What follows belongs to an exercise in optimizing a design on an open flow for small area; a production flow would make more cautious choices. The RTL was checked by simulation tests, not by an equivalence proof against the original design.

==> flow/design.v, too long to show whole: its modules and the start of the top module <==
// module pid_fa: 4 lines
// module pid_ha: 4 lines
// module fc_core: 3227 lines
module fc_core(
	input logic clk,
	input logic rst,                    
	input logic data_ready,             
	input logic signed[15:0] gyro_x,
	input logic signed[15:0] gyro_y,
	input logic[11:0] ch_throttle,      
	input logic[11:0] ch_roll,          
	input logic[11:0] ch_pitch,         
	input logic[11:0] ch_arm,           
	output logic[11:0] motor_br,        
	output logic[11:0] motor_fr,        
	output logic[11:0] motor_fl,        
	output logic[11:0] motor_bl         
);
  // ...
==> flow/run.sh <==
#!/bin/bash
# synth_recipe.tcl (not shown) runs the flow's synth.tcl, then flattens the netlist and writes it again
# the make line also repeats each setting of config.mk as NAME=value (left out here)
make -C /OpenROAD-flow-scripts/flow DESIGN_CONFIG=/design/flow/config.mk WORK_HOME=/design/flow/orfs CLKGATE_MAP_FILE= SYNTH_SCRIPT=/design/flow/synth_recipe.tcl finish
==> flow/config.mk <==
export PLATFORM = sky130hd
export DESIGN_NAME = fc_core
export DESIGN_NICKNAME = fc_core
export VERILOG_FILES = /design/flow/design.v
export SDC_FILE = /design/flow/constraint.sdc
export NUM_CORES = 4
export LEC_CHECK = 0
export CAP_MARGIN = 20
export CORE_MARGIN = 2
export CORE_UTILIZATION = 40
export CTS_BUF_LIST = sky130_fd_sc_hd__clkbuf_4 sky130_fd_sc_hd__clkbuf_8
export CTS_CLUSTER_DIAMETER = 50
export CTS_CLUSTER_SIZE = 16
export GPL_TIMING_DRIVEN = 0
export SLEW_MARGIN = 20
export SYNTH_HIERARCHICAL = 1
==> flow/constraint.sdc <==
create_clock -name core_clock -period 28.0 [get_ports {clk}]
set_input_delay 5.6000 -clock core_clock [delete_from_list [all_inputs] [get_ports {clk}]]
set_output_delay 5.6000 -clock core_clock [all_outputs]
set_load 0.01 [all_outputs]
==> run notes, run 1 <==
Cells and area
The repair_antennas step left the layout with diodes totalling 3. The finished cells cover 41,500 µm². Across the whole layout, multi-input logic makes up 55.2% of the cell area. Leaving out fill and tap cells, the most frequent cells in the layout are fa_1 (569), edfxtp_1 (368), inv_1 (227). The buffer count excluding the clock tree in the final layout is 231.

Yosys
Among all cell types in the netlist, the one instantiated most often is fa_1. Synthesis instantiated 69 different standard cells from the library. The synthesized netlist devotes 9.98% of its cell area to simple gates.

After synthesis, the cell types taking the most area are fa_1 (36%), edfxtp_1 (31%), ha_1 (5.9%). The compound-gate portion of the synthesized area is 4.10%.

Place
The total of buffers placed on input and output ports is 111. Routability-driven placement finished with a final weighted congestion of 0.869.

Drt
The via count is 20,900. The final routed wire length divided by cell count is 18.6 µm. The number of DRC markers in iteration 0 is 1,239.

Run status
The run finished with no timing, DRC or antenna violations.

Worst setup path
The setup check on the worst reg-to-reg path leaves a slack of 15.08 ns. The count of buffer and inverter cells on the critical path is 9. In this run the critical register-to-register path is launched from pitch_acc[0]$_SDFF_PP0_.

The destination of the critical timing path is motor_br[3].

Min path
In this run the most critical hold path is launched from roll_h[3][16]$_DFFE_PP_.

Timing
The max-slew violation count came to 0. The setup clock skew after layout is 0.0238 ns. The smallest setup slack after layout is 0.418 ns. Setup repair after global routing could not meet its margin everywhere. After layout, the worst path uses 98.5% of the clock period.

CTS
Buffers inserted to repair hold after CTS numbered 0.
==> run 2, diff against run 1 <==
==> flow/flow/run.sh (new file) <==
#!/bin/bash
# The standard layout (standard.sh: the standard synthesis and ORFS steps,
# unchanged), with two layout options passed to ORFS:
#  - port buffers are sky130_fd_sc_hd__buf_1 cells (every port still gets one);
#  - CTS inserts no dummy loads.
# Each ORFS step writes its full log under orfs/logs/; make's output goes to
# standard.log.
set -euo pipefail
bash standard.sh \
  "BUFFER_PORTS_ARGS=-buffer_cell sky130_fd_sc_hd__buf_1" \
  "CTS_ARGS=-sink_clustering_enable -repair_clock_nets -dont_use_dummy_load -sink_clustering_size 16 -sink_clustering_max_diameter 50 -buf_list {sky130_fd_sc_hd__clkbuf_4 sky130_fd_sc_hd__clkbuf_8}" \
  finish > standard.log 2>&1
==> flow/standard.sh (new file) <==
#!/bin/bash
# synth_recipe.tcl (not shown) runs the flow's synth.tcl, then flattens the netlist and writes it again
# the make line also repeats each setting of config.mk as NAME=value (left out here)
make -C /OpenROAD-flow-scripts/flow DESIGN_CONFIG=/design/flow/config.mk WORK_HOME=/design/flow/orfs CLKGATE_MAP_FILE= SYNTH_SCRIPT=/design/flow/synth_recipe.tcl "${@:-finish}"
removed: flow/run.sh
==> run 2 against run 1 <==
  * Largest cell class unchanged
  * Still clean
  * Utilization down 1.5 points
  * Global-route usage about the same
  * Non-clock buffer count up 1
  * Cell area down 3.1%
  * Cell count down 1.1%
  * Register-to-register slack worse by 0.09 ns
  * Flip-flop and latch count unchanged
  * Synthesized area unchanged
==> run notes, run 2 <==
Floorplan
The overall die height is 304 µm. Pin placement for this block handled 131 I/O pins. The width of the chip is 304 µm. The region available for standard cell placement spans 88,600 µm².

The area of the die is 92,200 µm². The initial cell density of the core is 40.5%. In this run the core area contains 109 standard-cell rows.

Timing
The post-route clock period utilization came to 98.4% (-0.099 points). The hold violation count in the final report is 0. Derived from the worst setup path, the maximum achievable clock frequency is 0.0363 GHz. The slew at the pin closest to its max-slew limit is 1.08 ns. The worst pin sits at a relative slew slack of 27.6%. The max-slew violation count is 0 (unchanged). The time the final worst path needs with I/O delays and setup is 27.55 ns. The number of setup violations in the final report is 0. The setup clock skew after layout was 0.0754 ns (+0.0516 ns).

Drt
The number of DRC markers in iteration 0 is 1,164 (-6.1%). The count of unresolved DRC violations after routing is 0. For this run, the detailed router's first-pass iteration total came to 5. The via count is 20,800 (-0.56%). After detailed routing, the total wire length is 76.4 mm.

The post-route antenna net violation count is 0. Using the TritonRoute via totals, the vias-per-cell ratio works out to 5.11. The final routed wire length divided by cell count is 18.8 µm (+1.1%).

Run status
The flow ran to the end and the layout has no timing, DRC or antenna violations.

Worst setup path
The worst setup path is captured at a primary output. The type of element launching the critical path is a primary input. The gate family responsible for the most delay along the worst path is adder cells. The startpoint-to-endpoint class of the critical path is primary input to primary output. The count of buffer and inverter cells on the critical path is 7 (-2).

The dominant cell type by count on the critical path is fa_1. The worst endpoint required time is 22.40 ns. The arrival time at the worst endpoint is 21.95 ns. The largest fanout on the critical path is 9. The cell with the largest stage delay on the worst path is fa_2. In this design, the stage delay of the slowest critical-path cell is 0.61 ns.

Place
The final estimated routing congestion in global placement is 0.888 (+2.2%). The wire-length estimate of the detail-placed layout is 61.6 mm. The total of buffers placed on input and output ports is 111 (unchanged). Including well taps, the total number of placed cells is 3,978.

CTS
The clock tree buffer depth is 3. Clock-pin slew was measured on the worst setup and hold paths at 0.10 ns. The cell at the root of the clock tree is clkbuf_8. In this run, CTS created clock tree buffers numbering 47. For the worst-skew pair, the clock arrives at the later sink with an insertion delay of 0.65 ns. The total number of clock tree sinks is 470. CTS built an H-tree with a depth of 2. The number of buffers inserted for hold repair after clock tree synthesis was 0 (unchanged). The clock tree from TritonCTS is built.

Yosys
Sorting the synthesized cells by how often they occur yields fa_1 (637), edfxtp_1 (368), inv_1 (231), ha_1 (170), nor2_1 (170). The post-synth design cell area is 35,900 µm². After synthesis, the cell types taking the most area are fa_1 (36%), edfxtp_1 (31%), ha_1 (5.9%). The cell taking the most area after synthesis is fa_1.

The sequential share of the synthesized area is 36.5%. The fraction of post-synthesis cell area in the top cell type by area is 35.5%. Each instance of the synthesized netlist takes up on average 13.4 µm².

The count of unique library cells instantiated by Yosys is 69 (unchanged). The async set-reset flop share out of synthesis is 0%. The number of storage elements in the synthesis netlist is 470. The number of synthesized flops with an enable pin is 368. Synthesis produced a netlist whose cell count is 2,683. For this run, the leading register cell type out of synthesis is edfxtp_1. Yosys printed 11 warnings. By instance count, the leading cell after synthesis is fa_1.

Cells and area
The count of non-filler cells in the finished layout is 4,073. The final layout net count is 3,797. The most frequent standard cell in the layout excluding fill and tap cells is fa_1. In the layout the commonest cells are fa_1 (586), edfxtp_1 (368), inv_1 (226). The largest registers in the layout are pitch_h x184, roll_h x184. The share of layout cells above drive strength 1 is 10.3%.

From synthesis to final layout, the design area changed by 11.8%.

Min path
The tightest min-delay check is of the flop to flop type.

Global route
The number of global-route vias before repair is 23,100. The total global-route track usage is 17.0%. The initial antenna violation count is 4. The total overflow left after global routing is 0. The first global-routing pass estimated 125 mm of wire. The pin count of the biggest net entering global routing is 38.

Flow run
Max-cap violations in this run came to 0.
[run 2: path summary, 6_finish.rpt]
check                                from                        to  slack [ns]  depth (start not counted)
hold / removal    pitch_h[4][4]$_DFFE_PP_   pitch_h[5][4]$_DFFE_PP_        0.37                          0
setup reg to reg  pitch_acc[0]$_SDFF_PP0_  pitch_acc[39]$_SDFF_PP0_       14.99                         36
hold reg to reg   pitch_h[4][4]$_DFFE_PP_   pitch_h[5][4]$_DFFE_PP_        0.37                          0
setup / recovery              ch_pitch[2]               motor_fl[8]        0.45                         53
[run 2: per-module statistics from Yosys (local to each module, per instance)]
module | cells inside | times used | flip-flops and latches
fc_core | 1944 | 1 | 470
pid_ha | 1 | 102 | 0
pid_fa | 1 | 637 | 0
[run 2: per-layer routing]
layer  part of all wire, %  track usage [%]
met5                 0.047                0
met4                   2.3             4.49
met2                    49             28.3
met1                    44             23.6
met3                   4.5             2.42
[run 2: cells by family after synthesis]
group           Yosys count  share of synthesized area, %
simple gates            693                          9.98
mux                      10                         0.279
compound gates          220                          4.10
flops                   470                          36.5
fa+ha+maj               811                          41.5
xor+xnor                182                          4.44
other cells               1                        0.0104
buf+inv                 296                          3.19
[run 2: per-stage QoR]
| step | instance area [µm²] | utilization, % | setup TNS [ns] | hold WS (ns) | setup WS [ns] |
|---|---|---|---|---|---|
| 6_report | 40200 | 45.3 | 0 | 0.371 | 0.446 |
| 5_1_grt | 40100 | 45.3 | -0.0411 | 0.366 | -0.0173 |
| 4_1_cts | 39400 | 44.5 | 0 | 0.363 | 0.00149 |
| 3_5_place_dp | 38100 | 42.9 | -73.84 | 0.405 | -2.10 |
| 3_3_place_gp | 37800 | 42.7 | -68.46 | 0.401 | -1.97 |
| 2_1_floorplan | 35900 | - | 0 | 0.400 | 0.0460 |
[run 2: cell type report]
class                      count  area (µm²)
timing repair buffer         171        1050
antenna                        3        7.51
sequential                   470       13100
tap                         1165        1460
multi-input combinational   1924       22700
clock buffer                  47         647
fill                        7944       48500
inverter                     232         871
buffer                        61         289
[run 2: what timing repair did]
| item | in CTS | in global routing |
|---|---|---|
| pin swaps | 22 | 39 |
| resized for setup | 97 | 111 |
| gates cloned | 0 | 0 |
| endpoints found under the setup margin | 40 | 40 |
| setup buffers | 17 | 31 |
[run 2: worst register-to-register path: cells and delay by family, from the launching register on]
kind | cells | cell delay [ns]
flip-flops | 1 | 0.38
buffers and inverters | 2 | 0.31
AND/OR/NAND/NOR | 3 | 0.49
adder cells (fa/ha/maj) | 29 | 11.36
XOR/XNOR | 1 | 0.18
multiplexers | 1 | 0.14
==> run 3, diff against run 2 <==
==> flow/flow/run.sh (replaced) <==
#!/bin/bash
# The standard layout (standard.sh: the standard synthesis and ORFS steps,
# unchanged), with two layout options passed to ORFS:
#  - port buffers are sky130_fd_sc_hd__buf_2 cells (every port still gets one);
#  - CTS inserts no dummy loads.
# Each ORFS step writes its full log under orfs/logs/; make's output goes to
# standard.log.
set -euo pipefail
bash standard.sh \
  "BUFFER_PORTS_ARGS=-buffer_cell sky130_fd_sc_hd__buf_2" \
  "CTS_ARGS=-sink_clustering_enable -repair_clock_nets -dont_use_dummy_load -sink_clustering_size 16 -sink_clustering_max_diameter 50 -buf_list {sky130_fd_sc_hd__clkbuf_4 sky130_fd_sc_hd__clkbuf_8}" \
  finish > standard.log 2>&1
==> run 3 against run 2 <==
  * Clock skew shrank 0.017 ns
  * Fmax increased by 0.15%
  * Critical path type unchanged
  * Largest cell class unchanged
  * Cell area fell by 0.24%
  * Synthesized cell count did not move
  * Highest routed layer unchanged
  * Setup slack better by 0.041 ns
  * Still clean
  * Critical endpoint is now motor_br[5]
  * Via count is 0.96% lower
==> run notes, run 3 <==
Cells and area
The share of layout cells above drive strength 1 is 12.9% (+2.6 points). The library cells used most frequently in the layout, excluding fill and tap cells, are fa_1 (595), edfxtp_1 (368), inv_1 (226). The final instance area is 40,100 µm² (-0.24%). The final layout net count is 3,788 (-0.24%).

The area added between synthesis and finish is 11.6%. The largest registers in the layout are pitch_h x184, roll_h x184. The filler cell count in the final layout is 7,969 (+0.31%). Leaving out fill and tap cells, the most frequent cell in the layout is fa_1. The count of non-filler cells in the finished layout is 4,063 (-0.25%). The final core utilization was 45.2% (-0.11 points).

Min path
The worst hold path belongs to the class flop to flop.

Global route
The number of global-route vias before repair is 22,900 (-0.74%). The overall overflow remaining after global route is 0 (unchanged). The pin count of the biggest net entering global routing is 105 (+180%). The wire length of the first global-routing pass is 123 mm (-1.4%).

The total global-route track usage is 16.8% (-0.27 points). The initial antenna violation count is 6 (+2).

Timing
The max-slew violation count is 0 (unchanged). The slew at the pin closest to its max-slew limit came to 1.01 ns (-0.0645 ns). The time the final worst path needs with I/O delays and setup came to 27.51 ns (-0.0414 ns). The post-route clock period utilization is 98.3% (-0.15 points).

The setup clock skew after layout is 0.0579 ns (-0.0175 ns). The hold violation count in the final report was 0 (unchanged). The highest clock frequency the design can meet is 0.0363 GHz (+0.15%).

The relative slew slack is 32.0% (+4.3 points). The worst slack on hold paths was 0.384 ns (+0.0124 ns). The number of setup violations in the final report came to 0 (unchanged).

Yosys
Counting instances in the post-synthesis netlist gives the leading cell types as fa_1 (637), edfxtp_1 (368), inv_1 (231), ha_1 (170), nor2_1 (170). The post-synthesis simple-gate area fraction is 9.98% (unchanged). The count of mapped cells out of synthesis is 2,683 (unchanged). The cell taking the most area after synthesis is fa_1.

The count of unique library cells instantiated by Yosys is 69 (unchanged). By area, the combinational part of the netlist is dominated by adder cells. The mean instance size in the synthesized netlist is 13.4 µm² (unchanged). The number of storage elements in the synthesis netlist is 470 (unchanged).

The async set-reset flop share out of synthesis is 0% (unchanged). The adder and majority cell fraction of the synthesized area was 41.5% (unchanged). The number of synthesized flops with an enable pin was 368 (unchanged). For this run, the leading register cell type out of synthesis is edfxtp_1. The total of warnings raised by yosys is 11 (unchanged). The sequential share of the synthesized area was 36.5% (unchanged). The post-synth design cell area is 35,900 µm² (unchanged).

By area the synthesized netlist is led by fa_1 (36%), edfxtp_1 (31%), ha_1 (5.9%). The fraction of post-synthesis cell area in the top cell type by area is 35.5% (unchanged). The dominant cell by count in the synthesized netlist is fa_1. The xor and xnor area share after synthesis is 4.44% (unchanged). The compound-gate portion of the synthesized area is 4.10% (unchanged). The mux share of post-synthesis cell area was 0.279% (unchanged).

Floorplan
The width of the chip was 304 µm (unchanged). The overall die height is 304 µm (unchanged). The initial cell density of the core came to 40.5% (unchanged). The top-level port count is 131 (unchanged). The number of cell rows is 109 (unchanged). The area of the placeable core came to 88,600 µm² (unchanged).

The area of the die was 92,200 µm² (unchanged).

CTS
The clock-pin slew on the worst setup and hold paths was 0.10 ns (about the same). The clock insertion delay at the later pin of the skew report is 0.64 ns (about the same). CTS placed an instance of clkbuf_8 at the clock tree root. The clock tree from TritonCTS is built. The total number of clock tree sinks is 470 (unchanged). The CTS H-tree depth came to 2 (unchanged).

The CTS buffer count is 46 (-2.1%). The clock tree buffer depth is 3 (unchanged).

Drt
The routed wire length came to 75.4 mm (-1.4%). The final routed wire length divided by cell count is 18.5 µm (-1.2%). The post-route antenna net violation count came to 0 (unchanged). The mean number of vias per cell is 5.07 (-0.72%). The first-pass detailed-route iteration total is 5 (unchanged). The count of unresolved DRC violations after routing is 0 (unchanged). The number of DRC markers in iteration 0 is 1,137 (-2.3%). The via count is 20,600 (-0.96%).

Flow run
The max capacitance violation total is 0 (unchanged).

Place
The placed instance area is 38,100 µm² (about the same). The final HPWL from detailed placement is 60.5 mm (-1.7%). The post-placement cell count is 3,970 (-0.20%). The total of buffers placed on input and output ports is 111 (unchanged). The final estimated routing congestion in global placement is 0.874 (-1.7%).

Worst setup path
The critical path in this run is classified as primary input to primary output. The arrival time at the worst endpoint is 21.91 ns (-0.04 ns). The largest fanout on the critical path came to 9 (unchanged). The stage delay of the slowest cell on the critical path is 0.61 ns (about the same). STA classifies the critical path startpoint as a primary input. Counting stages on the worst path, the most repeated cell is fa_1. STA classifies the critical path endpoint as a primary output. The worst endpoint required time is 22.40 ns (about the same). The cell with the largest stage delay on the worst path is fa_2.

Run status
The run finished with no timing, DRC or antenna violations.
-- run 3: changes by cell type in the layout (fill, tap and decap cells not counted), sizes merged --
| cell | before | now |
|---|---|---|
| clkbuf | 102 | 94 |
| buf | 177 | 176 |
| diode | 3 | 2 |
-- run 3: modules after synthesis (local to each module, per instance) --
module   copies in the design  flip-flops and latches  cells inside
pid_ha                    102                       0             1
pid_fa                    637                       0             1
fc_core                     1                     470          1944
-- run 3: routing by layer --
metal  wire, µm  up-vias  global-route usage (%)
met5         36        -                       0
met4       1170        6                    3.37
met3       2850       88                    2.49
met2      37200      358                    28.3
met1      34100    10800                    23.2
li1           -     9350                       -
-- run 3: cells by family (layout without fill, tap and decap cells) --
family / count (synthesis) / after routing
AND/OR/NAND/NOR: 693 / 693
flip-flops: 470 / 470
multiplexers: 10 / 10
other: 1 / 10
adder cells (fa/ha/maj): 811 / 811
buffers and inverters: 296 / 502
XOR/XNOR: 182 / 182
AO/OA/AOI/OAI: 220 / 220
-- run 3: worst paths after layout --
kind	slack, ns	depth (start not counted)	from	end
worst max-delay path	0.49	53	ch_pitch[2]	motor_br[5]
worst min-delay path	0.38	0	pitch_h[2][5]$_DFFE_PP_	pitch_h[3][5]$_DFFE_PP_
worst max register to register	15.08	36	pitch_acc[0]$_SDFF_PP0_	pitch_acc[39]$_SDFF_PP0_
worst min register to register	0.38	0	pitch_h[2][5]$_DFFE_PP_	pitch_h[3][5]$_DFFE_PP_
-- run 3: critical path, delay by kind of cell --
kind | cells | cell delay [ns]
simple gates | 9 | 1.93
buf+inv | 6 | 0.66
compound gates | 4 | 1.08
xor+xnor | 2 | 0.32
fa+ha+maj | 32 | 12.30
-- run 3: what timing repair did --
action / in CTS / in global routing
resized for setup: 97 / 81
endpoints found under the setup margin: 40 / 40
hold buffers: 0 / 0
setup buffers: 18 / 30
pin swaps: 17 / 32
-- run 3: final cells by class --
type / count / area (µm²) / area share, %
Sequential cell: 470 / 13100 / 32.7
Tap cell: 1165 / 1460 / 3.64
Timing Repair Buffer: 163 / 1060 / 2.66
Buffer: 61 / 283 / 0.706
Inverter: 232 / 873 / 2.18
Clock buffer: 46 / 633 / 1.58
Antenna cell: 2 / 5.00 / 0.0125
Multi-Input combinational cell: 1924 / 22600 / 56.5
-- run 3: stage by stage --
step           TNS (ns)  worst slack, ns
3_3_place_gp     -67.16            -1.93
2_1_floorplan         0           0.0460
6_report              0            0.487
3_5_place_dp     -74.26            -2.10
5_1_grt          -0.326          -0.0505
4_1_cts               0         0.000691
==> run 4, diff against run 3 <==
--- a/flow/config.mk
+++ b/flow/config.mk
@@ -7,10 +7,11 @@
 export LEC_CHECK = 0
 export CAP_MARGIN = 20
 export CORE_MARGIN = 2
-export CORE_UTILIZATION = 40
+export CORE_UTILIZATION = 50
 export CTS_BUF_LIST = sky130_fd_sc_hd__clkbuf_4 sky130_fd_sc_hd__clkbuf_8
 export CTS_CLUSTER_DIAMETER = 50
 export CTS_CLUSTER_SIZE = 16
 export GPL_TIMING_DRIVEN = 0
+export PLACE_DENSITY = 0.7
 export SLEW_MARGIN = 20
 export SYNTH_HIERARCHICAL = 1
==> run 4 against run 3 <==
  * First-iteration DRC count grew 26%
  * Hold slack lost 0.024 ns
  * Setup slack lost 0.021 ns
  * Global-route usage grew 3.7 points
  * Register-to-register slack is essentially flat
  * Utilization grew 11 points
  * Flip-flop and latch count is the same
  * Wire length shrank 1.8%
  * Cell count shrank 5.2%
  * Via count grew 1.7%
==> run notes, run 4 <==
CTS
The clock insertion delay at the later pin of the skew report is 0.64 ns (about the same). The total number of clock tree sinks was 470 (unchanged). The clock tree from TritonCTS is built. The clock-pin slew on the worst setup and hold paths was 0.10 ns (about the same). The CTS buffer count is 47 (+2.2%).

The CTS H-tree depth is 2 (unchanged). The number of buffers inserted for hold repair after clock tree synthesis is 0 (unchanged). The clock tree buffer depth is 3 (unchanged). The root buffer cell chosen for the clock tree is clkbuf_8.

Cells and area
The share of layout cells above drive strength 1 is 13.1% (+0.23 points). In the layout the commonest cells are fa_1 (596), edfxtp_1 (368), inv_1 (225). The library cell used most frequently in the layout, excluding fill and tap cells, is fa_1. From synthesis to final layout, the design area changed by 10.8%. The filler cell count in the final layout is 5,720 (-28%).

The final layout net count is 3,790 (+0.053%). The count of non-filler cells in the finished layout is 3,850 (-5.2%). In the final layout, the registers with the most flip-flops are pitch_h x184, roll_h x184.

Yosys
The count of mapped cells out of synthesis is 2,683 (unchanged). The async set-reset flop share out of synthesis is 0% (unchanged). The count of unique library cells instantiated by Yosys is 69 (unchanged). In the post-synthesis netlist, the biggest area contributors are fa_1 (36%), edfxtp_1 (31%), ha_1 (5.9%). The post-synth design cell area was 35,900 µm² (unchanged). In the synthesized netlist, the cells that appear most often are fa_1 (637), edfxtp_1 (368), inv_1 (231), ha_1 (170), nor2_1 (170). In the synthesized netlist the dominant register cell turns out to be edfxtp_1. The mean instance size in the synthesized netlist came to 13.4 µm² (unchanged). The sequential share of the synthesized area is 36.5% (unchanged). The number of storage elements in the synthesis netlist was 470 (unchanged).

Yosys instantiated no cell more often than fa_1. The cell taking the most area after synthesis is fa_1. The fraction of post-synthesis cell area in the top cell type by area is 35.5% (unchanged). The number of synthesized flops with an enable pin is 368 (unchanged). The total of warnings raised by yosys came to 11 (unchanged).

Drt
The routed wire length is 74.0 mm (-1.8%). The number of DRC markers in iteration 0 came to 1,427 (+26%). The mean number of vias per cell is 5.45 (+7.3%). The post-route antenna net violation count was 0 (unchanged). The via count is 21,000 (+1.7%). The first-pass detailed-route iteration total is 5 (unchanged).

The final routed wire length divided by cell count is 19.2 µm (+3.7%). The count of unresolved DRC violations after routing is 0 (unchanged).

Timing
The number of setup violations in the final report is 0 (unchanged). The worst slack on hold paths is 0.359 ns (-0.0243 ns). The hold violation count in the final report is 0 (unchanged). The setup clock skew after layout is 0.0647 ns (+0.00677 ns). The setup TNS after final layout is 0 ns (unchanged). The post-route clock period utilization is 98.3% (about the same). The relative slew slack is 32.6% (+0.63 points). The smallest setup slack after layout is 0.466 ns (-0.0211 ns).

The slew at the pin closest to its max-slew limit is 1.00 ns (-0.0114 ns). The max-slew violation count is 0 (unchanged). The time the final worst path needs with I/O delays and setup is 27.53 ns (+0.0211 ns). The highest clock frequency the design can meet came to 0.0363 GHz (about the same).

Floorplan
The overall die height came to 272 µm (-10%). The area of the placeable core came to 71,200 µm² (-20%). The area of the die is 74,000 µm² (-20%).

The top-level port count is 131 (unchanged). The initial cell density of the core is 50.4% (+9.9 points). The number of cell rows came to 98 (-10%). The width of the chip is 272 µm (-10%).

Global route
The initial antenna violation count is 2 (-4). The total global-route track usage came to 20.5% (+3.7 points). The number of global-route vias before repair is 22,800 (-0.72%). The wire length of the first global-routing pass is 120 mm (-3.0%).

The overall overflow remaining after global route is 0 (unchanged). The pin count of the biggest net entering global routing came to 114 (+8.6%).

Worst setup path
The largest fanout on the critical path came to 9 (unchanged). On the critical path, the stage with the largest delay is an instance of fa_2. The count of buffer and inverter cells on the critical path came to 8 (+2). The worst endpoint required time is 22.40 ns (about the same). The kind of cell with the highest combined delay along the critical path is adder cells.

STA classifies the critical path startpoint as a primary input. The stage delay of the slowest cell on the critical path was 0.62 ns (about the same). The dominant cell type by count on the critical path is fa_1. The startpoint-to-endpoint class of the critical path is primary input to primary output. The arrival time at the worst endpoint is 21.93 ns (+0.02 ns). STA classifies the critical path endpoint as a primary output.

Run status
The run finished with no timing, DRC or antenna violations.

Flow run
The max capacitance violation total is 0 (unchanged).

Place
The worst setup slack after placement is -2.09 ns (+0.0132 ns). The final estimated routing congestion in global placement is 0.918 (+5.1%). The post-placement cell count is 3,754 (-5.4%).

The total of buffers placed on input and output ports came to 111 (unchanged). The final HPWL from detailed placement is 58.7 mm (-2.9%).

Min path
In this run the worst hold path is classified as flop to flop.
==> run 4: cell counts after synthesis <==
No cell type changed its count.
==> run 4: repair_timing <==
item,CTS,global route
setup buffers,15,35
pin swaps,16,32
gates resized for setup,95,87
endpoints found under the setup margin,40,40
==> run 4: metrics by stage <==
| stage | cell area, µm² | util (%) |
|---|---|---|
| CTS | 39000 | 54.8 |
| global route | 39800 | 55.8 |
| global placement | 37700 | 52.9 |
| detailed placement | 37800 | 53.0 |
| finish | 39800 | 55.8 |
| floorplan | 35900 | - |
==> run 4: per-layer routing <==
metal  vias up  share of wire (%)  GRT usage, %
met5         -                  0             0
met4         0                2.4          5.36
met3       116                5.2          3.21
met2       538                 50          34.2
met1     10900                 43          28.2
li1       9382                  -             -
==> run 4: layout make-up <==
type	instances	area, µm²	area share (%)
Antenna cell	2	5.00	0.0126
Buffer	61	283	0.711
Clock buffer	47	647	1.63
Inverter	232	873	2.20
Multi-Input combinational cell	1924	22700	57.0
Sequential cell	470	13100	32.9
Tap cell	950	1190	2.99
Timing Repair Buffer	164	1020	2.57
==> run 4: per-module statistics from Yosys (local to each module, per instance) <==
module   cells  times used  cell area (µm²)
pid_ha       1         102             12.5
pid_fa       1         637             20.0
fc_core   1944           1            21900
==> run 4: worst reg2reg max path, delay by kind of cell, from the launching register on <==
family | cells | cell delay, ns
buf+inv | 1 | 0.07
compound gates | 1 | 0.16
xor+xnor | 1 | 0.17
simple gates | 3 | 0.67
flops | 1 | 0.39
fa+ha+maj | 29 | 11.33
==> run 4: worst paths after layout <==
check | from | end | slack, ns | cells after the start
worst max register to register | roll_acc[0]$_SDFF_PP0_ | roll_acc[45]$_SDFF_PP0_ | 15.08 | 35
worst min-delay path | pitch_h[5][22]$_DFFE_PP_ | pitch_h[6][22]$_DFFE_PP_ | 0.36 | 0
worst min register to register | pitch_h[5][22]$_DFFE_PP_ | pitch_h[6][22]$_DFFE_PP_ | 0.36 | 0
worst max-delay path | ch_pitch[2] | motor_br[5] | 0.47 | 51
==> run 4: logic make-up after synthesis <==
kind of cell	share of synthesized area (%)
buffers and inverters	3.19
DFF	36.5
and+or+nand+nor	9.98
xor gates and xnor gates	4.44
other	0.0104
muxes	0.279
AOI/OAI and AO/OA	4.10
adders and majority gates	41.5
==> run 5, diff against run 4 <==
--- a/flow/config.mk
+++ b/flow/config.mk
@@ -7,11 +7,11 @@
 export LEC_CHECK = 0
 export CAP_MARGIN = 20
 export CORE_MARGIN = 2
-export CORE_UTILIZATION = 50
+export CORE_UTILIZATION = 60
 export CTS_BUF_LIST = sky130_fd_sc_hd__clkbuf_4 sky130_fd_sc_hd__clkbuf_8
 export CTS_CLUSTER_DIAMETER = 50
 export CTS_CLUSTER_SIZE = 16
 export GPL_TIMING_DRIVEN = 0
-export PLACE_DENSITY = 0.7
+export PLACE_DENSITY = 0.75
 export SLEW_MARGIN = 20
 export SYNTH_HIERARCHICAL = 1
==> run 5 against run 4 <==
  * Still clean on timing, DRC and antenna
  * Hold slack better by 0.017 ns
  * Cell count is 5.1% lower
  * Fmax hardly changed
  * Critical path type unchanged
==> run notes, run 5 <==
Yosys
The async set-reset flop share out of synthesis is 0% (unchanged). The count of unique library cells instantiated by Yosys came to 69 (unchanged). The fraction of post-synthesis cell area in the top cell type by area was 35.5% (unchanged). The mean instance size in the synthesized netlist is 13.4 µm² (unchanged).

The synthesized design spends more area on one cell type than any other, namely fa_1. The total of warnings raised by yosys is 11 (unchanged). The number of synthesized flops with an enable pin is 368 (unchanged). The count of mapped cells out of synthesis is 2,683 (unchanged).

The flip-flop cell with the highest count after synthesis is edfxtp_1. The post-synth design cell area is 35,900 µm² (unchanged). The number of storage elements in the synthesis netlist is 470 (unchanged).

The sequential share of the synthesized area is 36.5% (unchanged). Yosys instantiated no cell more often than fa_1. Ranked by instance count, the synthesized netlist is headed by fa_1 (637), edfxtp_1 (368), inv_1 (231), ha_1 (170), nor2_1 (170). By area the synthesized netlist is led by fa_1 (36%), edfxtp_1 (31%), ha_1 (5.9%).

Cells and area
The filler cell count in the final layout is 4,194 (-27%). From synthesis to final layout, the design area changed by 9.39%. The final layout net count is 3,771 (-0.50%). The combined flip-flop and latch cell area came to 13,100 µm² (unchanged). The most frequent standard cell in the layout excluding fill and tap cells is fa_1. The top cell types in the final layout, fill and taps aside, are fa_1 (597), edfxtp_1 (368), inv_1 (227). The final instance area was 39,300 µm² (-1.3%). The largest registers in the layout are pitch_h x184, roll_h x184. The final core utilization is 66.4% (+11 points). The multi-input logic area is 22,500 µm² (-0.71%). The share of layout cells above drive strength 1 came to 11.8% (-1.3 points). The count of non-filler cells in the finished layout is 3,654 (-5.1%).

Timing
The post-route clock period utilization is 98.3% (about the same). The max-slew violation count is 0 (unchanged). The slew at the pin closest to its max-slew limit came to 1.03 ns (+0.0329 ns).

The number of setup violations in the final report is 0 (unchanged). The setup TNS after final layout is 0 ns (unchanged). The setup clock skew after layout is 0.0710 ns (+0.00634 ns). The highest clock frequency the design can meet is 0.0363 GHz (about the same). The hold violation count in the final report is 0 (unchanged).

The relative slew slack came to 31.0% (-1.6 points). The time the final worst path needs with I/O delays and setup is 27.53 ns (-0.00196 ns).

Worst setup path
By startpoint and endpoint, the worst setup path is classified as primary input to primary output. The gate family responsible for the most delay along the worst path is adder cells. The largest fanout on the critical path is 9 (unchanged).

The kind of end point of the critical path is a primary output. The worst endpoint required time is 22.40 ns (about the same). The worst setup path is launched from a primary input. The cell that appears most often on the critical path is fa_1. The stage delay of the slowest cell on the critical path is 0.62 ns (about the same). In this run the critical register-to-register path is launched from pitch_acc[0]$_SDFF_PP0_.

The reg-to-reg setup timing slack was 15.16 ns (+0.08 ns). The cell with the largest stage delay on the worst path is fa_2. The worst register-to-register path ends at pitch_acc[47]$_SDFF_PP0_. The arrival time at the worst endpoint is 21.93 ns (about the same). The length in cells of the worst reg-to-reg path came to 35 (unchanged). The count of buffer and inverter cells on the critical path was 7 (-1).

CTS
The clock tree from TritonCTS is built. The clock insertion delay at the later pin of the skew report is 0.67 ns (+0.03 ns). The CTS buffer count is 50 (+6.4%). The total number of clock tree sinks is 470 (unchanged). The clock-pin slew on the worst setup and hold paths is 0.09 ns (about the same). The number of buffers inserted for hold repair after clock tree synthesis is 0 (unchanged). The clock tree buffer depth was 3 (unchanged). The cell at the root of the clock tree is clkbuf_8. The CTS H-tree depth is 2 (unchanged).

Drt
The final routed wire length divided by cell count is 19.2 µm (-0.37%). The count of unresolved DRC violations after routing came to 0 (unchanged). The number of DRC markers in iteration 0 is 1,431 (+0.28%). The via count is 20,700 (-1.1%). The mean number of vias per cell is 5.68 (+4.3%).

The routed wire length was 70.0 mm (-5.4%). The post-route antenna net violation count is 0 (unchanged). The first-pass detailed-route iteration total came to 25 (+20).

Min path
The worst hold path belongs to the class flop to flop. The count of cells along the worst hold path came to 0 (unchanged). The hold path endpoint is roll_h[6][11]$_DFFE_PP_. The startpoint of the most critical hold path is roll_h[5][11]$_DFFE_PP_.

Run status
The run finished with no timing, DRC or antenna violations.

Floorplan
The area of the placeable core is 59,100 µm² (-17%). The area of the die was 61,800 µm² (-16%). The overall die height is 249 µm (-8.6%). The initial cell density of the core came to 60.7% (+10 points). The top-level port count is 131 (unchanged). The number of cell rows was 89 (-9.2%). The width of the chip came to 249 µm (-8.6%).

Global route
The initial antenna violation count is 3 (+1). The overall overflow remaining after global route came to 0 (unchanged). The pin count of the biggest net entering global routing is 116 (+1.8%). The total global-route track usage is 23.6% (+3.1 points). The wire length of the first global-routing pass was 115 mm (-3.6%). The number of global-route vias before repair is 22,400 (-1.6%).

Place
The final estimated routing congestion in global placement is 0.927 (+0.88%). The total of buffers placed on input and output ports is 111 (unchanged). The placed instance area is 37,600 µm² (-0.59%). The post-placement cell count was 3,577 (-4.7%). The final HPWL from detailed placement is 56.2 mm (-4.3%).

Flow run
The max capacitance violation total is 0 (unchanged).
==> run 5: worst max path at each step <==
stage	start	to	slack [ns]	depth (start not counted)
finish	ch_pitch[2]	motor_br[5]	0.47	50
global route	ch_pitch[2]	motor_fl[5]	-0.04	54
CTS	ch_pitch[2]	motor_br[8]	0.01	49
detailed placement	ch_pitch[2]	motor_fr[4]	-1.60	53
global placement	ch_roll[2]	motor_fr[0]	-1.33	55
floorplan	ch_pitch[2]	motor_br[8]	0.05	48
==> run 5: per-stage QoR <==
stage	worst slack (ns)	hold WS, ns
2_1_floorplan	0.0460	0.400
3_3_place_gp	-1.33	0.400
3_5_place_dp	-1.60	0.405
4_1_cts	0.0146	0.376
5_1_grt	-0.0431	0.373
6_report	0.468	0.376
==> run 5: kinds of logic after synthesis <==
kind of cell,Yosys count,synth area share (%)
xor gates and xnor gates,182,4.44
muxes,10,0.279
other,1,0.0104
buffers and inverters,296,3.19
and+or+nand+nor,693,9.98
DFF,470,36.5
adders and majority gates,811,41.5
AOI/OAI and AO/OA,220,4.10
==> run 5: Yosys stat by module (local to each module, per instance) <==
module	area, µm²	cells
fc_core	21900	1944
pid_ha	12.5	1
pid_fa	20.0	1
==> run 5: layer usage <==
layer  up-vias  GRT usage (%)  share of wire [%]
met5         -              0              0.019
met3        96           3.32                5.1
li1       9327              -                  -
met1     10800           35.0                 45
met4         2           5.45                2.0
met2       531           37.6                 48
==> run 5: layout make-up <==
| type | count | share of cell area, % |
|---|---|---|
| timing repair buffer | 142 | 2.19 |
| clock buffer | 50 | 1.75 |
| tap | 773 | 2.46 |
| antenna | 2 | 0.0127 |
| multi-input combinational | 1924 | 57.3 |
| buffer | 61 | 0.717 |
| sequential | 470 | 33.3 |
| inverter | 232 | 2.22 |
==> run 5: repair_timing <==
action                                  in CTS  in global routing
gates resized for setup                     86                 67
pin swaps                                   12                 28
endpoints found under the setup margin      40                 40
gates cloned                                 0                  0
buffers inserted                             9                 19
==> run 6, diff against run 5 <==
--- a/flow/flow/run.sh
+++ b/flow/flow/run.sh
@@ -8,5 +8,5 @@
 set -euo pipefail
 bash standard.sh \
   "BUFFER_PORTS_ARGS=-buffer_cell sky130_fd_sc_hd__buf_2" \
-  "CTS_ARGS=-sink_clustering_enable -repair_clock_nets -dont_use_dummy_load -sink_clustering_size 16 -sink_clustering_max_diameter 50 -buf_list {sky130_fd_sc_hd__clkbuf_4 sky130_fd_sc_hd__clkbuf_8}" \
+  "CTS_ARGS=-sink_clustering_enable -repair_clock_nets -dont_use_dummy_load -sink_clustering_size 20 -sink_clustering_max_diameter 60 -buf_list {sky130_fd_sc_hd__clkbuf_8}" \
   finish > standard.log 2>&1
--- a/flow/config.mk
+++ b/flow/config.mk
@@ -7,11 +7,10 @@
 export LEC_CHECK = 0
 export CAP_MARGIN = 20
 export CORE_MARGIN = 2
-export CORE_UTILIZATION = 60
+export CORE_UTILIZATION = 40
 export CTS_BUF_LIST = sky130_fd_sc_hd__clkbuf_4 sky130_fd_sc_hd__clkbuf_8
 export CTS_CLUSTER_DIAMETER = 50
 export CTS_CLUSTER_SIZE = 16
 export GPL_TIMING_DRIVEN = 0
-export PLACE_DENSITY = 0.75
 export SLEW_MARGIN = 20
 export SYNTH_HIERARCHICAL = 1
==> run 6 against run 5 <==
  * Hold slack improved by 0.0065 ns
  * Largest cell class unchanged
  * Via count fell by 0.63%
  * Fmax barely moved
  * Synthesized area did not move
  * Global-route usage fell by 6.9 points
  * Synthesized cell count did not move
==> run notes, run 6 <==
Run status
The flow ran to the end and the layout has no timing, DRC or antenna violations.

Floorplan
The width of the chip came to 304 µm (+22%). The overall die height is 304 µm (+22%). The top-level port count is 131 (unchanged). The initial cell density of the core is 40.5% (-20 points). The number of cell rows is 109 (+22%). The area of the die is 92,200 µm² (+49%). The area of the placeable core was 88,600 µm² (+50%).

CTS
The clock tree buffer depth came to 3 (unchanged). The tree is rooted in a clkbuf_8. The CTS H-tree depth is 2 (unchanged). The clock insertion delay at the later pin of the skew report is 0.64 ns (-0.03 ns).

TritonCTS built the clock tree. The total number of clock tree sinks was 470 (unchanged). The number of buffers inserted for hold repair after clock tree synthesis is 0 (unchanged). The clock-pin slew on the worst setup and hold paths is 0.10 ns (about the same). The CTS buffer count came to 39 (-22%).

Yosys
The most common cell in the synthesized netlist is fa_1. The async set-reset flop share out of synthesis is 0% (unchanged). The total of warnings raised by yosys was 11 (unchanged).

The mean instance size in the synthesized netlist is 13.4 µm² (unchanged). The sequential share of the synthesized area is 36.5% (unchanged). The count of unique library cells instantiated by Yosys is 69 (unchanged). The cell taking the most area after synthesis is fa_1. By count the netlist is led by fa_1 (637), edfxtp_1 (368), inv_1 (231), ha_1 (170), nor2_1 (170). The number of storage elements in the synthesis netlist came to 470 (unchanged).

By area the synthesized netlist is led by fa_1 (36%), edfxtp_1 (31%), ha_1 (5.9%). The count of mapped cells out of synthesis is 2,683 (unchanged). The post-synth design cell area is 35,900 µm² (unchanged). The flip-flop cell with the highest count after synthesis is edfxtp_1. The number of synthesized flops with an enable pin is 368 (unchanged). The fraction of post-synthesis cell area in the top cell type by area came to 35.5% (unchanged).

Drt
The via count is 20,600 (-0.63%). The count of unresolved DRC violations after routing was 0 (unchanged). The number of DRC markers in iteration 0 is 1,142 (-20%). The routed wire length was 75.0 mm (+7.2%). The first-pass detailed-route iteration total is 5 (-80%). The post-route antenna net violation count is 0 (unchanged). The final routed wire length divided by cell count is 18.5 µm (-3.4%). The mean number of vias per cell is 5.08 (-10%).

Cells and area
The largest registers in the layout are pitch_h x184, roll_h x184. The share of layout cells above drive strength 1 is 12.6% (+0.86 points). Compared with the post-synthesis result, the final layout area differs by 11.3%. In the layout the commonest cells are fa_1 (596), edfxtp_1 (368), inv_1 (226). The final instance area came to 40,000 µm² (+1.7%). The filler cell count in the final layout is 7,983 (+90%). The final layout net count is 3,781 (+0.27%). The most frequent standard cell in the layout excluding fill and tap cells is fa_1.

Place
The final estimated routing congestion in global placement is 0.874 (-5.7%). The placed instance area is 38,100 µm² (+1.4%). The total of buffers placed on input and output ports is 111 (unchanged). The final HPWL from detailed placement is 60.5 mm (+7.6%). The worst setup slack after placement came to -2.10 ns (-0.505 ns).

Min path
The worst hold path belongs to the class flop to flop.

Global route
The number of global-route vias before repair is 22,800 (+2.1%). The wire length of the first global-routing pass was 123 mm (+6.8%). The pin count of the biggest net entering global routing is 105 (-9.5%).

The overall overflow remaining after global route was 0 (unchanged). The initial antenna violation count is 6 (+3). The total global-route track usage is 16.7% (-6.9 points).

Worst setup path
The dominant cell type by count on the critical path is fa_1. The arrival time at the worst endpoint is 21.91 ns (-0.02 ns). The worst setup path is launched from a primary input. The cell with the largest stage delay on the worst path is fa_2. The largest fanout on the critical path was 9 (unchanged).

The startpoint-to-endpoint class of the critical path is primary input to primary output. The worst endpoint required time was 22.40 ns (about the same). The stage delay of the slowest cell on the critical path is 0.61 ns (about the same). The worst setup path is captured at a primary output.

Timing
The highest clock frequency the design can meet is 0.0364 GHz (about the same). The setup clock skew after layout is 0.0796 ns (+0.00855 ns). The slew at the pin closest to its max-slew limit came to 1.03 ns (-0.00765 ns).

The max-slew violation count is 0 (unchanged). The time the final worst path needs with I/O delays and setup came to 27.51 ns (-0.0229 ns). The post-route clock period utilization came to 98.2% (about the same). The setup TNS after final layout is 0 ns (unchanged). The hold violation count in the final report is 0 (unchanged). The smallest setup slack after layout came to 0.491 ns (+0.0229 ns).

The relative slew slack was 31.0% (about the same). The number of setup violations in the final report was 0 (unchanged).

Flow run
The max capacitance violation total is 0 (unchanged).
## run 6: cell counts after synthesis
Identical to the previous run, type by type.
## run 6: final timing paths
| path | slack [ns] | depth (start not counted) | end | from |
|---|---|---|---|---|
| setup / recovery | 0.49 | 53 | motor_br[5] | ch_pitch[2] |
| hold / removal | 0.38 | 0 | roll_h[5][12]$_DFFE_PP_ | roll_h[4][12]$_DFFE_PP_ |
| hold reg to reg | 0.38 | 0 | roll_h[5][12]$_DFFE_PP_ | roll_h[4][12]$_DFFE_PP_ |
| setup reg to reg | 15.08 | 36 | pitch_acc[39]$_SDFF_PP0_ | pitch_acc[0]$_SDFF_PP0_ |
## run 6: cells by family after synthesis
kind of cell / count (synthesis) / synth area share (%)
xor gates and xnor gates: 182 / 4.44
adders and majority gates: 811 / 41.5
AOI/OAI and AO/OA: 220 / 4.10
other: 1 / 0.0104
muxes: 10 / 0.279
DFF: 470 / 36.5
and+or+nand+nor: 693 / 9.98
buffers and inverters: 296 / 3.19
## run 6: final cells by class
type | count | area (µm²) | share of cell area [%]
plain buffers | 61 | 283 | 0.708
well taps | 1165 | 1460 | 3.65
clock buffers | 39 | 537 | 1.34
multi-input cells | 1924 | 22600 | 56.7
inverters | 232 | 873 | 2.19
flip-flops and latches | 470 | 13100 | 32.8
repair buffers | 163 | 1060 | 2.66
diodes | 2 | 5.00 | 0.0125
## run 6: per-module statistics from Yosys (local to each module, per instance)
module   copies in the design  cells inside  area, µm²
fc_core                     1          1944      21900
pid_fa                    637             1       20.0
pid_ha                    102             1       12.5
## run 6: metal layers
metal	track usage (%)	part of all wire (%)	up-vias
met1	23.4	45	10800
li1	-	-	9349
met4	3.38	1.5	6
met2	28.2	49	349
met5	0	0.048	-
met3	2.04	3.5	81
## run 6: per-stage QoR
stage | hold WS [ns] | utilization, % | std cells
6_report | 0.383 | 45.1 | 4056
5_1_grt | 0.379 | 45.1 | 4055
4_1_cts | 0.370 | 44.3 | 4024
3_5_place_dp | 0.405 | 42.9 | 3970
3_3_place_gp | 0.400 | 42.8 | 3966
2_1_floorplan | 0.400 | - | 2690
## run 6: worst max-delay path: cells and delay by family
family | cells | cell delay [ns]
buffers and inverters | 6 | 0.66
and+or+nand+nor | 9 | 1.91
adders and majority gates | 32 | 12.30
AOI/OAI and AO/OA | 4 | 1.07
xor gates and xnor gates | 2 | 0.32
## run 6: what timing repair did
action | CTS | global route
setup buffers | 18 | 30
endpoints found under the setup margin | 40 | 40
pin swaps | 17 | 32
hold endpoints to repair | 0 | 0
resized for setup | 97 | 80
==> run 7, diff against run 6 <==
==> flow/flow/run.sh (replaced) <==
#!/bin/bash
# The standard layout (standard.sh: the standard synthesis and ORFS steps,
# unchanged), with two layout options passed to ORFS:
#  - port buffers are sky130_fd_sc_hd__buf_1 cells (every port still gets one);
#  - CTS inserts no dummy loads.
# Each ORFS step writes its full log under orfs/logs/; make's output goes to
# standard.log.
set -euo pipefail
bash standard.sh \
  "BUFFER_PORTS_ARGS=-buffer_cell sky130_fd_sc_hd__buf_1" \
  "CTS_ARGS=-sink_clustering_enable -repair_clock_nets -dont_use_dummy_load -sink_clustering_size 18 -sink_clustering_max_diameter 50 -buf_list {sky130_fd_sc_hd__clkbuf_4 sky130_fd_sc_hd__clkbuf_8}" \
  finish > standard.log 2>&1
--- a/flow/config.mk
+++ b/flow/config.mk
@@ -7,10 +7,11 @@
 export LEC_CHECK = 0
 export CAP_MARGIN = 20
 export CORE_MARGIN = 2
-export CORE_UTILIZATION = 40
+export CORE_UTILIZATION = 60
 export CTS_BUF_LIST = sky130_fd_sc_hd__clkbuf_4 sky130_fd_sc_hd__clkbuf_8
 export CTS_CLUSTER_DIAMETER = 50
 export CTS_CLUSTER_SIZE = 16
 export GPL_TIMING_DRIVEN = 0
+export PLACE_DENSITY = 0.75
 export SLEW_MARGIN = 20
 export SYNTH_HIERARCHICAL = 1
==> run 7 against run 6 <==
  * First-iteration DRC count rose by 19%
  * Sequential share of layout area is 0.54 points higher
  * Via count grew 0.82%
  * Critical path depth fell by 6
  * Synthesized area unchanged
  * Wire length shrank 4.9%
  * Utilization grew 21 points
  * Clock skew down 0.022 ns
  * Cell count is 9.7% lower
  * Critical endpoint is now motor_fl[4]
  * Highest routed layer is now met4
==> run notes, run 7 <==
Place
The final HPWL from detailed placement is 57.8 mm (-4.4%). The post-placement cell count was 3,586 (-9.7%). The total of buffers placed on input and output ports came to 111 (unchanged).

The final estimated routing congestion in global placement is 0.921 (+5.4%). The worst setup slack after placement is -1.63 ns (+0.469 ns).

CTS
The total number of clock tree sinks is 470 (unchanged). The clock insertion delay at the later pin of the skew report was 0.66 ns (+0.02 ns). The clock tree buffer depth is 3 (unchanged). TritonCTS built the clock tree.

Clock tree synthesis selected as its root buffer the cell clkbuf_8. The CTS H-tree depth was 2 (unchanged). The clock-pin slew on the worst setup and hold paths is 0.09 ns (about the same).

The CTS buffer count is 47 (+21%).

Global route
The initial antenna violation count is 3 (-3). The overall overflow remaining after global route is 0 (unchanged). The wire length of the first global-routing pass is 117 mm (-5.1%). The number of global-route vias before repair came to 22,700 (-0.53%). The pin count of the biggest net entering global routing is 37 (-65%). The total global-route track usage is 24.0% (+7.3 points).

Worst setup path
The count of buffer and inverter cells on the critical path is 5 (-1). The arrival time at the worst endpoint came to 21.90 ns (about the same). Among the stages of the critical path, the cell type that occurs most often is fa_1. The worst setup path is captured at a primary output. The stage delay of the slowest cell on the critical path is 0.68 ns (+0.07 ns). The type of element launching the critical path is a primary input. The largest fanout on the critical path is 9 (unchanged). The cell with the largest stage delay on the worst path is fa_2. The setup path with the least slack is of type primary input to primary output. Grouping stages by cell kind, the critical path spends the most delay in adder cells. The worst endpoint required time came to 22.40 ns (about the same).

Yosys
The mean instance size in the synthesized netlist is 13.4 µm² (unchanged). The number of synthesized flops with an enable pin is 368 (unchanged). The fraction of post-synthesis cell area in the top cell type by area was 35.5% (unchanged).

The sequential share of the synthesized area is 36.5% (unchanged). The total of warnings raised by yosys is 11 (unchanged). The count of mapped cells out of synthesis is 2,683 (unchanged). The async set-reset flop share out of synthesis was 0% (unchanged). Yosys attributes the largest share of cell area to fa_1 (36%), edfxtp_1 (31%), ha_1 (5.9%). The biggest area contributor in the post-synthesis netlist is fa_1. In the post-synthesis netlist, the cell with the most instances is fa_1.

The count of unique library cells instantiated by Yosys is 69 (unchanged). The post-synth design cell area is 35,900 µm² (unchanged). The flip-flop cell with the highest count after synthesis is edfxtp_1. The number of storage elements in the synthesis netlist is 470 (unchanged). By count the netlist is led by fa_1 (637), edfxtp_1 (368), inv_1 (231), ha_1 (170), nor2_1 (170).

Min path
The tightest min-delay check is of the flop to flop type.

Timing
The setup clock skew after layout is 0.0574 ns (-0.0222 ns). The slew at the pin closest to its max-slew limit came to 0.962 ns (-0.0648 ns). The max-slew violation count was 0 (unchanged). The hold violation count in the final report is 0 (unchanged).

The post-route clock period utilization is 98.2% (about the same). The highest clock frequency the design can meet came to 0.0364 GHz (about the same). The number of setup violations in the final report was 0 (unchanged). The time the final worst path needs with I/O delays and setup came to 27.50 ns (-0.0106 ns). The smallest setup slack after layout is 0.502 ns (+0.0106 ns).

The relative slew slack is 35.3% (+4.2 points).

Cells and area
The final core utilization came to 66.5% (+21 points). The top cell types in the final layout, fill and taps aside, are fa_1 (600), edfxtp_1 (368), inv_1 (226). The largest registers in the layout are pitch_h x184, roll_h x184. The filler cell count in the final layout came to 4,205 (-47%).

The combined flip-flop and latch cell area was 13,100 µm² (unchanged). The final layout net count came to 3,780 (-0.026%). The share of layout cells above drive strength 1 is 8.55% (-4.1 points). The count of non-filler cells in the finished layout is 3,662 (-9.7%). Leaving out fill and tap cells, the most frequent cell in the layout is fa_1.

The area added between synthesis and finish is 9.48%. The multi-input logic area was 22,500 µm² (-0.50%).

Drt
The routed wire length is 71.4 mm (-4.9%). The number of DRC markers in iteration 0 came to 1,357 (+19%). The via count is 20,800 (+0.82%). The mean number of vias per cell is 5.68 (+12%). The final routed wire length divided by cell count is 19.5 µm (+5.4%). The first-pass detailed-route iteration total is 28 (+23). The count of unresolved DRC violations after routing is 0 (unchanged).

The post-route antenna net violation count is 0 (unchanged).

Floorplan
The area of the placeable core was 59,100 µm² (-33%). The top-level port count came to 131 (unchanged). The initial cell density of the core is 60.7% (+20 points). The number of cell rows is 89 (-18%).

The area of the die is 61,800 µm² (-33%). The overall die height is 249 µm (-18%). The width of the chip is 249 µm (-18%).

Run status
The run finished with no timing, DRC or antenna violations.

Flow run
The max capacitance violation total is 0 (unchanged).
==> run 7: cell counts after synthesis <==
No cell type changed its count.
==> run 7: final timing paths <==
path	start	end	slack (ns)	cells after the start
min reg2reg	pitch_h[3][21]$_DFFE_PP_	pitch_h[4][21]$_DFFE_PP_	0.37	0
min	pitch_h[3][21]$_DFFE_PP_	pitch_h[4][21]$_DFFE_PP_	0.37	0
max reg2reg	pitch_acc[0]$_SDFF_PP0_	pitch_acc[47]$_SDFF_PP0_	15.22	35
max	ch_roll[2]	motor_fl[4]	0.50	47
==> run 7: timing repair <==
action,CTS,global route
gates resized for setup,90,72
pin swaps,11,26
setup endpoints to repair,40,40
buffers inserted,10,21
hold buffers,0,0
==> run 7: cell families after synthesis <==
family	count (synthesis)	share of synthesized area [%]
compound gates	220	4.10
xor+xnor	182	4.44
fa+ha+maj	811	41.5
buf+inv	296	3.19
flops	470	36.5
mux	10	0.279
other cells	1	0.0104
simple gates	693	9.98
==> run 7: per-stage QoR <==
step                      hold slack, ns  area (µm²)  TNS, ns
final                              0.367       39300        0
after global placement             0.400       37300   -45.85
after floorplan                    0.400       35900        0
after CTS                          0.360       38800        0
after detailed placement           0.405       37600   -56.46
after global routing               0.367       39300   -0.272
==> run 7: final cells by class <==
type | instances | share of cell area (%)
multi-input combinational | 1924 | 57.3
sequential | 470 | 33.3
tap | 773 | 2.46
timing repair buffer | 154 | 2.33
inverter | 232 | 2.22
clock buffer | 47 | 1.65
buffer | 61 | 0.729
antenna | 1 | 0.00637
==> run 7: worst reg2reg max path, delay by kind of cell, from the launching register on <==
| family | cells | cell delay, ns |
|---|---|---|
| AOI/OAI and AO/OA | 1 | 0.29 |
| and+or+nand+nor | 3 | 0.57 |
| adders and majority gates | 29 | 11.20 |
| DFF | 1 | 0.38 |
| xor gates and xnor gates | 1 | 0.17 |
| buffers and inverters | 1 | 0.07 |
==> run 7: routing by layer <==
layer	wire (µm)	vias up	share of wire, %	track usage (%)
met4	1650	0	2.3	5.94
met5	0	-	0	0
li1	-	9355	-	-
met3	4190	117	5.9	4.23
met1	31500	10800	44	34.5
met2	34100	530	48	38.8
==> run 7: Yosys stat by module, one instance, submodules excluded <==
module | flops+latches | cell area [µm²]
pid_ha | 0 | 12.5
pid_fa | 0 | 20.0
fc_core | 470 | 21900

[port drivers added, routing unchanged]
Ports are ideal in the flow. The routed layouts listed here were re-timed in OpenROAD. Step 1 sets driving cells, clkbuf_16 on the clock port and buf_2 on the other inputs (assumed; they add their load-dependent delay and slew). Step 2 moves the port delays by t, midway between the first and last clock arrival at a register: inputs arrive t later, outputs are due t later. That takes back most of the time a late clock gives input paths. a / b / c = ideal ports / drivers / drivers and shift; a / b = the first two.
run	shift t [ns]	slack for setup (ns)	worst setup path after step 2
run 1	0.709	0.418 / 0.381 / 0.381	input to output
run 2	0.661	0.446 / 0.424 / 0.424	input to output
run 3	0.673	0.487 / 0.461 / 0.461	input to output
run 4	0.663	0.466 / 0.439 / 0.439	input to output
run 5	0.682	0.468 / 0.446 / 0.446	input to output
run 6	0.655	0.491 / 0.465 / 0.465	input to output
run 7	0.676	0.502 / 0.479 / 0.479	input to output
After both steps setup and hold are still met in every run listed. For run 1, which loses most, drivers alone change the setup slack by -0.037 ns; drivers and shift together by -0.037 ns.
